This is an optimization exercise on Yosys and OpenROAD, whose aim is a short achievable clock period and few clock cycles, not a production implementation. The RTL was checked by simulation tests, not by an equivalence proof against the original design. No activity file was given, so power comes from the tool's default toggle rates.

[design/flow/config.mk]
export PLATFORM = sky130hd
export DESIGN_NAME = MIPS
export DESIGN_NICKNAME = MIPS
export VERILOG_FILES = /design/flow/design.v
export SDC_FILE = /design/flow/constraint.sdc
export NUM_CORES = 4
export LEC_CHECK = 0
export CAP_MARGIN = 20
export CORE_MARGIN = 2
export CORE_UTILIZATION = 40
export SLEW_MARGIN = 20
[design/flow/constraint.sdc]
create_clock -name core_clock -period 7.0 [get_ports {CLK}]
set_input_delay 1.4000 -clock core_clock [delete_from_list [all_inputs] [get_ports {CLK}]]
set_output_delay 1.4000 -clock core_clock [all_outputs]
set_load 0.01 [all_outputs]
[design/flow/design.v]
module MIPS (CLK, RST, CS, WE, ADDR, Mem_In, Mem_Out);
  input CLK, RST;
  output CS, WE;
  output [6:0] ADDR;
  input [31:0] Mem_In;
  output [31:0] Mem_Out;
  reg        xv;             
  reg [6:0]  npc;            
  reg [31:0] A, B, IMM;
  reg [4:0]  x_sh, x_dst;
  reg [6:0]  tgt;
  reg x_we, x_lw, x_sw, x_jr, x_beq, x_bne, x_jmp, x_useimm;
  reg s_add, s_sub, s_xor, s_and, s_or, s_slt, s_srl, s_sll, s_rbit, s_rev,
      s_add8, s_sadd, s_ssub, s_imm, s_jal;
  wire [31:0] rf_a, rf_b;
  wire        rf_we;
  wire [31:0] rf_wd;
  wire [31:0] bop = x_useimm ? IMM : B;
  wire [32:0] sum = {1'b0, A} + {1'b0, bop};
  wire [32:0] dif = {1'b0, A} - {1'b0, B};
  wire [31:0] sum8;
  assign sum8[7:0]   = A[7:0]   + B[7:0];
  assign sum8[15:8]  = A[15:8]  + B[15:8];
  assign sum8[23:16] = A[23:16] + B[23:16];
  assign sum8[31:24] = A[31:24] + B[31:24];
  wire [31:0] shr = B >> x_sh;
  wire [31:0] shl = B << x_sh;
  reg  [31:0] brev;
  integer i;
  always @(*) for (i = 0; i < 32; i = i + 1) brev[i] = B[31-i];
  wire [31:0] bytrev = {B[7:0], B[15:8], B[23:16], B[31:24]};
  wire [31:0] res =
      ({32{s_add}}  & sum[31:0])
    | ({32{s_sadd}} & (sum[31:0] | {32{sum[32]}}))
    | ({32{s_sub}}  & dif[31:0])
    | ({32{s_ssub}} & (dif[31:0] & {32{~dif[32]}}))
    | ({32{s_slt}}  & {31'd0, dif[32]})
    | ({32{s_xor}}  & (A ^ B))
    | ({32{s_and}}  & (A & bop))
    | ({32{s_or}}   & (A | bop))
    | ({32{s_srl}}  & shr)
    | ({32{s_sll}}  & shl)
    | ({32{s_rbit}} & brev)
    | ({32{s_rev}}  & bytrev)
    | ({32{s_add8}} & sum8)
    | ({32{s_imm}}  & IMM)
    | ({32{s_jal}}  & {25'd0, npc});
  wire eq = (A == B);
  wire x_mem = xv & (x_lw | x_sw);
  wire taken = xv & (x_jmp | (x_beq & eq) | (x_bne & ~eq));
  wire [6:0] ea = A[6:0] + IMM[6:0];
  assign ADDR = x_mem ? ea : (xv & x_jr) ? A[6:0] : taken ? tgt : npc;
  assign CS = 1'b1;
  assign WE = xv & x_sw;
  assign Mem_Out = B;
  assign rf_we = xv & x_we;
  assign rf_wd = x_lw ? Mem_In : res;
  wire [31:0] w = Mem_In;
  wire [5:0] f_op = w[31:26];
  wire [4:0] f_rs = w[25:21];
  wire [4:0] f_rt = w[20:16];
  wire [5:0] f_fn = w[5:0];
  wire f_r    = (f_op == 6'b000000);
  wire f_k    = (w[15:6] == 10'd0);
  wire f_jr   = f_r & (f_fn == 6'b001000);
  wire f_addi = (f_op == 6'b001000);
  wire f_andi = (f_op == 6'b001100);
  wire f_ori  = (f_op == 6'b001101);
  wire f_lui  = (f_op == 6'b001111);
  wire f_lw   = (f_op == 6'b100011);
  wire f_sw   = (f_op == 6'b101011);
  wire f_beq  = (f_op == 6'b000100);
  wire f_bne  = (f_op == 6'b000101);
  wire f_j    = (f_op == 6'b000010);
  wire f_jal  = (f_op == 6'b000011);
  wire [31:0] simm = {{16{w[15]}}, w[15:0]};
  wire [6:0] f_npc = ADDR + 7'd1;
  wire byp_a = rf_we & (x_dst == f_rs);
  wire byp_b = rf_we & (x_dst == f_rt);
  wire fetch = ~x_mem;
  always @(posedge CLK) begin
    if (RST) begin
      xv  <= 1'b0;
      npc <= 7'd0;
    end else begin
      xv <= fetch;
      if (fetch) npc <= f_npc;
    end
    A   <= byp_a ? res : rf_a;
    B   <= byp_b ? res : rf_b;
    IMM <= f_lui ? {w[15:0], 16'd0} : simm;
    x_sh <= w[10:6];
    x_dst <= f_jal ? 5'd31 : f_r ? (f_k ? f_rs : w[15:11]) : f_rt;
    tgt <= (f_j | f_jal) ? w[6:0] : f_npc + w[6:0];
    x_we <= (f_r & ~f_jr) | f_addi | f_andi | f_ori | f_lui | f_lw | f_jal;
    x_lw <= f_lw;
    x_sw <= f_sw;
    x_jr <= f_jr;
    x_beq <= f_beq;
    x_bne <= f_bne;
    x_jmp <= f_j | f_jal;
    x_useimm <= f_addi | f_andi | f_ori;
    s_add  <= (f_r & (f_fn == 6'b100000)) | f_addi;
    s_sub  <= f_r & (f_fn == 6'b100010);
    s_xor  <= f_r & (f_fn == 6'b100110);
    s_and  <= (f_r & (f_fn == 6'b100100)) | f_andi;
    s_or   <= (f_r & (f_fn == 6'b100101)) | f_ori;
    s_slt  <= f_r & (f_fn == 6'b101010);
    s_srl  <= f_r & (f_fn == 6'b000010);
    s_sll  <= f_r & (f_fn == 6'b000000);
    s_rbit <= f_r & (f_fn == 6'b101111);
    s_rev  <= f_r & (f_fn == 6'b110000);
    s_add8 <= f_r & (f_fn == 6'b101101);
    s_sadd <= f_r & (f_fn == 6'b110001);
    s_ssub <= f_r & (f_fn == 6'b110010);
    s_imm  <= f_lui;
    s_jal  <= f_jal;
  end
  REG Register(.CLK(CLK), .WE(rf_we), .WA(x_dst), .WD(rf_wd),
               .RA1(f_rs), .RD1(rf_a), .RA2(f_rt), .RD2(rf_b));
endmodule
module REG(CLK, WE, WA, WD, RA1, RD1, RA2, RD2);
  input CLK;
  input WE;
  input [4:0] WA;
  input [31:0] WD;
  input [4:0] RA1, RA2;
  output [31:0] RD1, RD2;
  reg [31:0] R [0:31];
  always @(posedge CLK)
    if (WE) R[WA] <= WD;
  assign RD1 = R[RA1];
  assign RD2 = R[RA2];
endmodule
[design/flow/run.sh]
#!/bin/bash
# synth_recipe.tcl (not shown) runs the flow's synth.tcl, then flattens the netlist and writes it again
# the make line also repeats each setting of config.mk as NAME=value (left out here)
make -C /OpenROAD-flow-scripts/flow DESIGN_CONFIG=/design/flow/config.mk WORK_HOME=/design/flow/orfs CLKGATE_MAP_FILE= SYNTH_SCRIPT=/design/flow/synth_recipe.tcl finish
==> notes.md, run 1 <==
top-area cell type share of the netlist area 0.487; post-CTS sizing 0; DP Area 66900 um^2; net count after synthesis 4277; vias post-DR 41972; crit-path max cell delay 0.74 ns; top post-synthesis cells by area edfxtp_1 (49%), mux4_2 (25%), dfxtp_1 (4.6%); worst slew pin tran 1.16 ns; CTS tree built; net count reported at finish 4306; hpwl dp 146 mm; WL/cell 36.8 um; worst path bufs/invs 4; f_max 0.156 GHz; Post-synth EDFFs 1024; Slew HR 0.223; dpl ws 1.13 ns; Final Worst Setup Slack 0.569 ns; worst-path fanout max 13; count of different cell masters after synthesis 87; Core Region 157000 um^2; register clock-pin slew on the reported worst setup and hold paths 0.06 ns; crit path DAT 5.03 ns; Post-synth ARST share 0; Post-CTS Hold Buffers 0; Final Instance Area 70900 um^2; clk sinks 1168; io pins 75; worst setup path endpoint ADDR[5]; Pleak 23.8 nW; drt pass-1 iters 6; DR iter-0 viols 5926; Vias/cell 6.67; share of cells above drive strength 1 0.277; sequential fraction of the synthesis area 0.532; Post-CTS Setup Inserts 0; hold path startpoint npc[1]; first-pass GRT wire length 324 mm; # setup viols final 0; Yosys top cell by area edfxtp_1; maximum clock insertion buffer count 3; Critical Path RT 5.60 ns; num rows 145; min Tclk post-route 6.43 ns; stages on the worst setup path 11; CTS root buffer clkbuf_16; Area Overhead vs Synth 12.2%; Setup TNS 0 ns; Setup crit start kind register; RSZ-0062 raised after global routing false; flop2flop setup slack 1.04 ns; MaxCap Viol Count 0; Syn Area/Cell 15.4 um^2; Top cell by count, worst path inv_1; CP endpoint kind output port; cts bufs inserted 120; Max IR drop VDD 0.253 mV; Synth Flop Type edfxtp_1; fin crit share 0.919; htree depth 3; Initial Utilization 0.403; Die Span Y 401 um; die area 161000 um^2; crit path launch B[24]; total grt overflow 0; worst-skew pair later-pin latency 0.79 ns; status complete, no violations; slowest CP cell nor4_1; #FFs+latches synth 1168; Pwr Density 245 nW/um^2; Synth Cell Area 63200 um^2; Cell Chain, Critical Path buf_4 -> inv_1 -> ha_1 -> nand4_2 -> nor4_1 -> a21boi_0 -> o31ai_1 -> a31oi_1 -> a21oi_1 -> inv_1 -> clkdlybuf4s50_1; Crit path max-delay family compound AO/OA/AOI/OAI gates; Routed WL 231 mm; Critical Setup Path Class register to output port; Worst R2R Path Depth 23; initial antenna violation count 4; Slew Limit Fails 0; final hold viol count 0; Remaining DRCs 0; worst hold path type register to register; Worst R2R Start B[24]; IO buf count 73; Synth warnings 2; overall global routing resource usage 0.285; largest net degree at the start of global routing 92; Cells after Synth 4098; placer congestion estimate 1.02; vias in the first global route 41476; Routed Antenna Nets 0; DIE WIDTH 401 um; clock skew 0.0606 ns; RR Endpoint tgt[6]
-- worst min-delay path by stage --
stage	endpoint	slack, ns	cells after the start
detailed placement	npc[1]	0.50	2
floorplan	npc[1]	0.44	2
finish	npc[1]	0.52	2
global route	npc[1]	0.53	2
global placement	npc[1]	0.49	2
CTS	npc[1]	0.51	2
-- routing by layer --
| layer | global-route usage | vias to the layer above | part of all wire |
|---|---|---|---|
| met5 | 0 | - | 0.00012 |
| met4 | 0.121 | 4 | 0.047 |
| met3 | 0.0531 | 492 | 0.099 |
| met2 | 0.442 | 2562 | 0.46 |
| met1 | 0.394 | 22113 | 0.39 |
| li1 | - | 16801 | - |
-- synth_stat cells, types with 41 or more instances --
cell type and number:
a211oi_1 41, a21o_1 57, a21oi_1 153, a221oi_1 45, buf_1 81, clkbuf_1 212, dfxtp_1 144, edfxtp_1 1024
ha_1 137, inv_1 169, mux2i_1 74, mux4_2 706, nand2_1 226, nor2_1 223, o21a_1 47, o21ai_0 137
xnor2_1 51
-- placed cells by master (no fill, tap or decap), drive strengths merged, types with 15 or more instances in the layout --
cell and n:
o21a 47, o21bai 21, mux2 24, ha 137, o211ai 17, or3 26, a211oi 41, a31oi 30
nand2 226, clkinv 65, o21ai 139, nand3 41, and3 34, clkbuf 143, clkdlybuf4s50 64, a21o 57
edfxtp 1024, mux2i 74, nand4 42, nor2b 22, mux4 706, nor3 35, inv 172, xor2 29
dfxtp 144, xnor2 51, nor2 223, a221oi 45, buf 166, nand2b 15, a21oi 154
-- flip-flops by register name (all words and copies together) (netlist names), 5 cells and up --
register	cells
tgt	7
B	32
x_dst	5
Register.R	1024
A	32
IMM	32
x_sh	5
npc	7
-- cell type report --
class	count	area (um^2)
diodes	1	2.50
multi-input cells	2436	28000
inverters	171	647
fillers	13529	85700
flip-flops and latches	1168	33600
well taps	2058	2570
clock inverters	82	803
repair buffers	230	2060
clock buffers	143	3110
-- power by group --
group	switching (mW)	internal, mW	leakage (nW)
combinational	1.93	1.22	11.2
clock	2.87	3.55	1.90
sequential	0.108	7.64	10.7
-- stage by stage --
| step | utilization | hold WS, ns | std cells | power (mW) |
|---|---|---|---|---|
| after floorplan | - | 0.445 | 4098 | 9.85 |
| after global placement | 0.427 | 0.487 | 6063 | 11.0 |
| after detailed placement | 0.428 | 0.498 | 6063 | 11.0 |
| after CTS | 0.453 | 0.505 | 6288 | 17.4 |
| after global routing | 0.453 | 0.533 | 6288 | 17.8 |
| final | 0.453 | 0.517 | 6289 | 17.3 |
-- tightest hold or removal path, cell delays in order, from the launching register on --
cell	delay (ns)
dfxtp_1	0.35
nand2_1	0.07
a21oi_1	0.05
-- cells by family after synthesis --
| family | share of synthesized area |
|---|---|
| and+or+nand+nor | 0.0508 |
| DFF | 0.532 |
| adders and majority gates | 0.0297 |
| buffers and inverters | 0.0304 |
| muxes | 0.268 |
| xor gates and xnor gates | 0.0111 |
| other | 0.0000594 |
| AOI/OAI and AO/OA | 0.0777 |
Testbench counts, summed over its fixed seeds: cycles 132,099.
==> run 2, diff against run 1 <==
--- a/design/flow/design.v
+++ b/design/flow/design.v
@@ -126,9 +126,16 @@
   input [31:0] WD;
   input [4:0] RA1, RA2;
   output [31:0] RD1, RD2;
-  reg [31:0] R [0:31];
-  always @(posedge CLK)
-    if (WE) R[WA] <= WD;
-  assign RD1 = R[RA1];
-  assign RD2 = R[RA2];
+  wire [1023:0] flat;
+  genvar k;
+  generate
+    for (k = 0; k < 32; k = k + 1) begin : r
+      reg [31:0] q;
+      always @(posedge CLK)
+        if (WE && WA == k) q <= WD;
+      assign flat[k*32 +: 32] = q;
+    end
+  endgenerate
+  assign RD1 = flat[RA1*32 +: 32];
+  assign RD2 = flat[RA2*32 +: 32];
 endmodule
--- a/design/flow/config.mk
+++ b/design/flow/config.mk
@@ -5,7 +5,9 @@
 export SDC_FILE = /design/flow/constraint.sdc
 export NUM_CORES = 4
 export LEC_CHECK = 0
+export ABC_CLOCK_PERIOD_IN_PS = 3000
 export CAP_MARGIN = 20
 export CORE_MARGIN = 2
 export CORE_UTILIZATION = 40
+export SETUP_SLACK_MARGIN = 3.5
 export SLEW_MARGIN = 20
==> run 2 against run 1 <==
Against the previous run:
- area after synthesis down 0.37%
- worst hold slack better by 0.020 ns
- cell count up 5.1%
- non-clock buffer count up 321
==> notes.md, run 2 <==
sequential fraction of the synthesis area 0.534; worst path bufs/invs 5; cts bufs inserted 131; CTS tree built; register clock-pin slew on the reported worst setup and hold paths 0.06 ns; io pins 75; overall global routing resource usage 0.299; CP endpoint kind output port; Remaining DRCs 0; Setup crit start kind register; CTS root buffer clkbuf_16; first-pass GRT wire length 341 mm; Synth Flop Type edfxtp_1; min Tclk post-route 4.79 ns; Core Region 156000 um^2; largest net degree at the start of global routing 94; Final Instance Area 78800 um^2; total power 18.7 mW; Post-CTS Hold Buffers 0; Vias/cell 6.81; Crit path max-delay family simple AND/OR/NAND/NOR gates; worst slew pin tran 1.24 ns; worst-skew pair later-pin latency 0.79 ns; # setup viols final 0; Cell Chain, Critical Path buf_6 -> inv_4 -> ha_4 -> nand4_1 -> nor4_4 -> buf_6 -> a211o_4 -> and3_4 -> buf_6 -> mux2i_1 -> nand3_1 -> o311a_1 -> buf_6; Cells after Synth 4026; Synth warnings 2; net count after synthesis 4205; vias post-DR 45003; Synth Cell Area 62900 um^2; max reg flops 1024; Routed Antenna Nets 0; share of cells above drive strength 1 0.415; Pleak 27.1 nW; Initial Utilization 0.403; drt pass-1 iters 10; Top cell by count, worst path buf_6; htree depth 4; final hold viol count 0; status complete, no violations; worst-path fanout max 6; Slew HR 0.162; f_max 0.209 GHz; count of different cell masters after synthesis 95; Biggest register Register.r.q; most frequent cells in the layout edfxtp_1 (1024), mux4_2 (705), buf_4 (218); top-area cell type share of the netlist area 0.489; placer congestion estimate 1.03; Post-synth EDFFs 1024; slowest CP cell nor4_4; initial antenna violation count 11; worst hold path type register to register; die area 161000 um^2; fillers 12581; Worst R2R Start B[7]; maximum clock insertion buffer count 3; Setup TNS 0 ns; dpl ws 1.50 ns; Pwr Density 238 nW/um^2; IO buf count 73; clk sinks 1168; WL/cell 36.8 um; RSZ-0062 raised after global routing true; Post-synth ARST share 0; crit-path max cell delay 0.35 ns; DP Area 66900 um^2; hpwl dp 135 mm; Syn Area/Cell 15.6 um^2; DIE WIDTH 401 um; crit path DAT 3.39 ns; total grt overflow 0; Slew Limit Fails 0; Routed WL 244 mm; most common cell after layout, fill and taps aside edfxtp_1; #FFs+latches synth 1168; fin crit share 0.685; clock skew 0.0374 ns; DR iter-0 viols 6718; count leader, synth edfxtp_1; Yosys top cell by area edfxtp_1; Area Overhead vs Synth 25.2%; Max IR drop VDD 0.260 mV; crit path launch B[7]; hold path startpoint npc[3]; Critical Setup Path Class register to output port; top post-synthesis cells by area edfxtp_1 (49%), mux4_2 (25%), dfxtp_1 (4.6%); num rows 145; Final Worst Setup Slack 2.21 ns; Critical Path RT 5.60 ns; net count reported at finish 4620; MaxCap Viol Count 0; final hold slack 0.537 ns; vias in the first global route 43894; Synth top cells by count edfxtp_1 (1024), mux4_2 (705), clkbuf_1 (212); Die Span Y 401 um
-- run 2: what timing repair did --
action,CTS,global route
gates resized for setup,590,184
endpoints found under the hold margin,0,0
endpoints found under the setup margin,1130,1111
setup buffers,263,66
cloned,74,7
pin swaps,131,77
-- run 2: cell type report --
class	count	area, um^2	share of cell area
Timing Repair Buffer	551	6220	0.0789
Clock inverter	75	796	0.0101
Timing Repair inverter	2	17.5	0.000222
Clock buffer	164	3560	0.0452
Tap cell	2058	2570	0.0327
Antenna cell	7	17.5	0.000222
Sequential cell	1168	33800	0.429
Multi-Input combinational cell	2422	31100	0.395
Inverter	165	691	0.00877
-- run 2: worst register-to-register path, delay by kind of cell, from the launching register on --
| family | cells | cell delay, ns |
|---|---|---|
| fa+ha+maj | 3 | 0.74 |
| simple gates | 3 | 0.84 |
| mux | 1 | 0.23 |
| compound gates | 6 | 0.83 |
| xor+xnor | 2 | 0.25 |
| buf+inv | 11 | 1.12 |
| flops | 1 | 0.32 |
-- run 2: stage by stage --
step / cells / utilization
floorplan: 4026 / -
global placement: 5955 / 0.428
detailed placement: 5955 / 0.428
CTS: 6531 / 0.495
global route: 6610 / 0.504
finish: 6612 / 0.504
-- run 2: path summary, 6_finish.rpt --
kind                            slack, ns      end  depth (start not counted)
worst max-delay path                 2.21  ADDR[6]                         13
worst min-delay path                 0.54   npc[3]                          2
worst max register to register       2.50   tgt[4]                         26
worst min register to register       0.54   npc[3]                          2
-- run 2: report_power, final --
group	switching, mW	leakage (nW)	internal (mW)
Sequential	0.129	10.7	7.65
Clock	2.94	2.13	4.12
Combinational	2.20	14.3	1.68
-- run 2: metal layers --
layer,track usage,up-vias,wire [um]
met5,0,-,97
met4,0.147,10,14500
met3,0.0813,734,31800
met2,0.449,3435,109000
met1,0.403,23408,88500
li1,-,17416,-
-- run 2: cell families (layout without fill, tap and decap cells) --
group | count (synthesis) | after routing | synth area share
and+or+nand+nor | 601 | 603 | 0.0450
AOI/OAI and AO/OA | 718 | 727 | 0.0781
xor gates and xnor gates | 102 | 102 | 0.0144
other | 1 | 8 | 0.0000596
DFF | 1168 | 1168 | 0.534
buffers and inverters | 498 | 957 | 0.0316
adders and majority gates | 145 | 145 | 0.0298
muxes | 793 | 844 | 0.267
Testbench counts of run 2, summed over its fixed seeds: cycles 132,099.

[static timing again, ports no longer ideal]
No port has a modelled driver above. Below, the same layouts with a new extraction and two added sets of constraints. Step 1: set_driving_cell puts a clkbuf_16 on CLK and a buf_2 on each other input, an assumption about the parent block. Step 2 moves the port delays by t, midway between the first and last clock arrival at a register: inputs arrive t later, outputs are due t later. That takes back most of the time a late clock gives input paths. Three values: ideal ports, drivers, drivers and shift; two values: the first two.
run | shift t [ns] | setup WS [ns] | hold slack, ns | latest minus earliest clock arrival (ns) | worst register clock-pin slew, ns
run 1 | 0.843 | 0.569 / 0.486 / 1.043 | 0.517 / 0.517 / 0.517 | 0.060 / 0.061 | 0.09 / 0.09
run 2 | 0.857 | 2.208 / 2.119 / 2.140 | 0.537 / 0.537 / 0.537 | 0.038 / 0.038 | 0.07 / 0.07
After both steps every run listed still meets setup and hold. For run 2, which loses most, drivers alone change the setup slack by -0.089 ns; drivers and shift together by -0.068 ns.
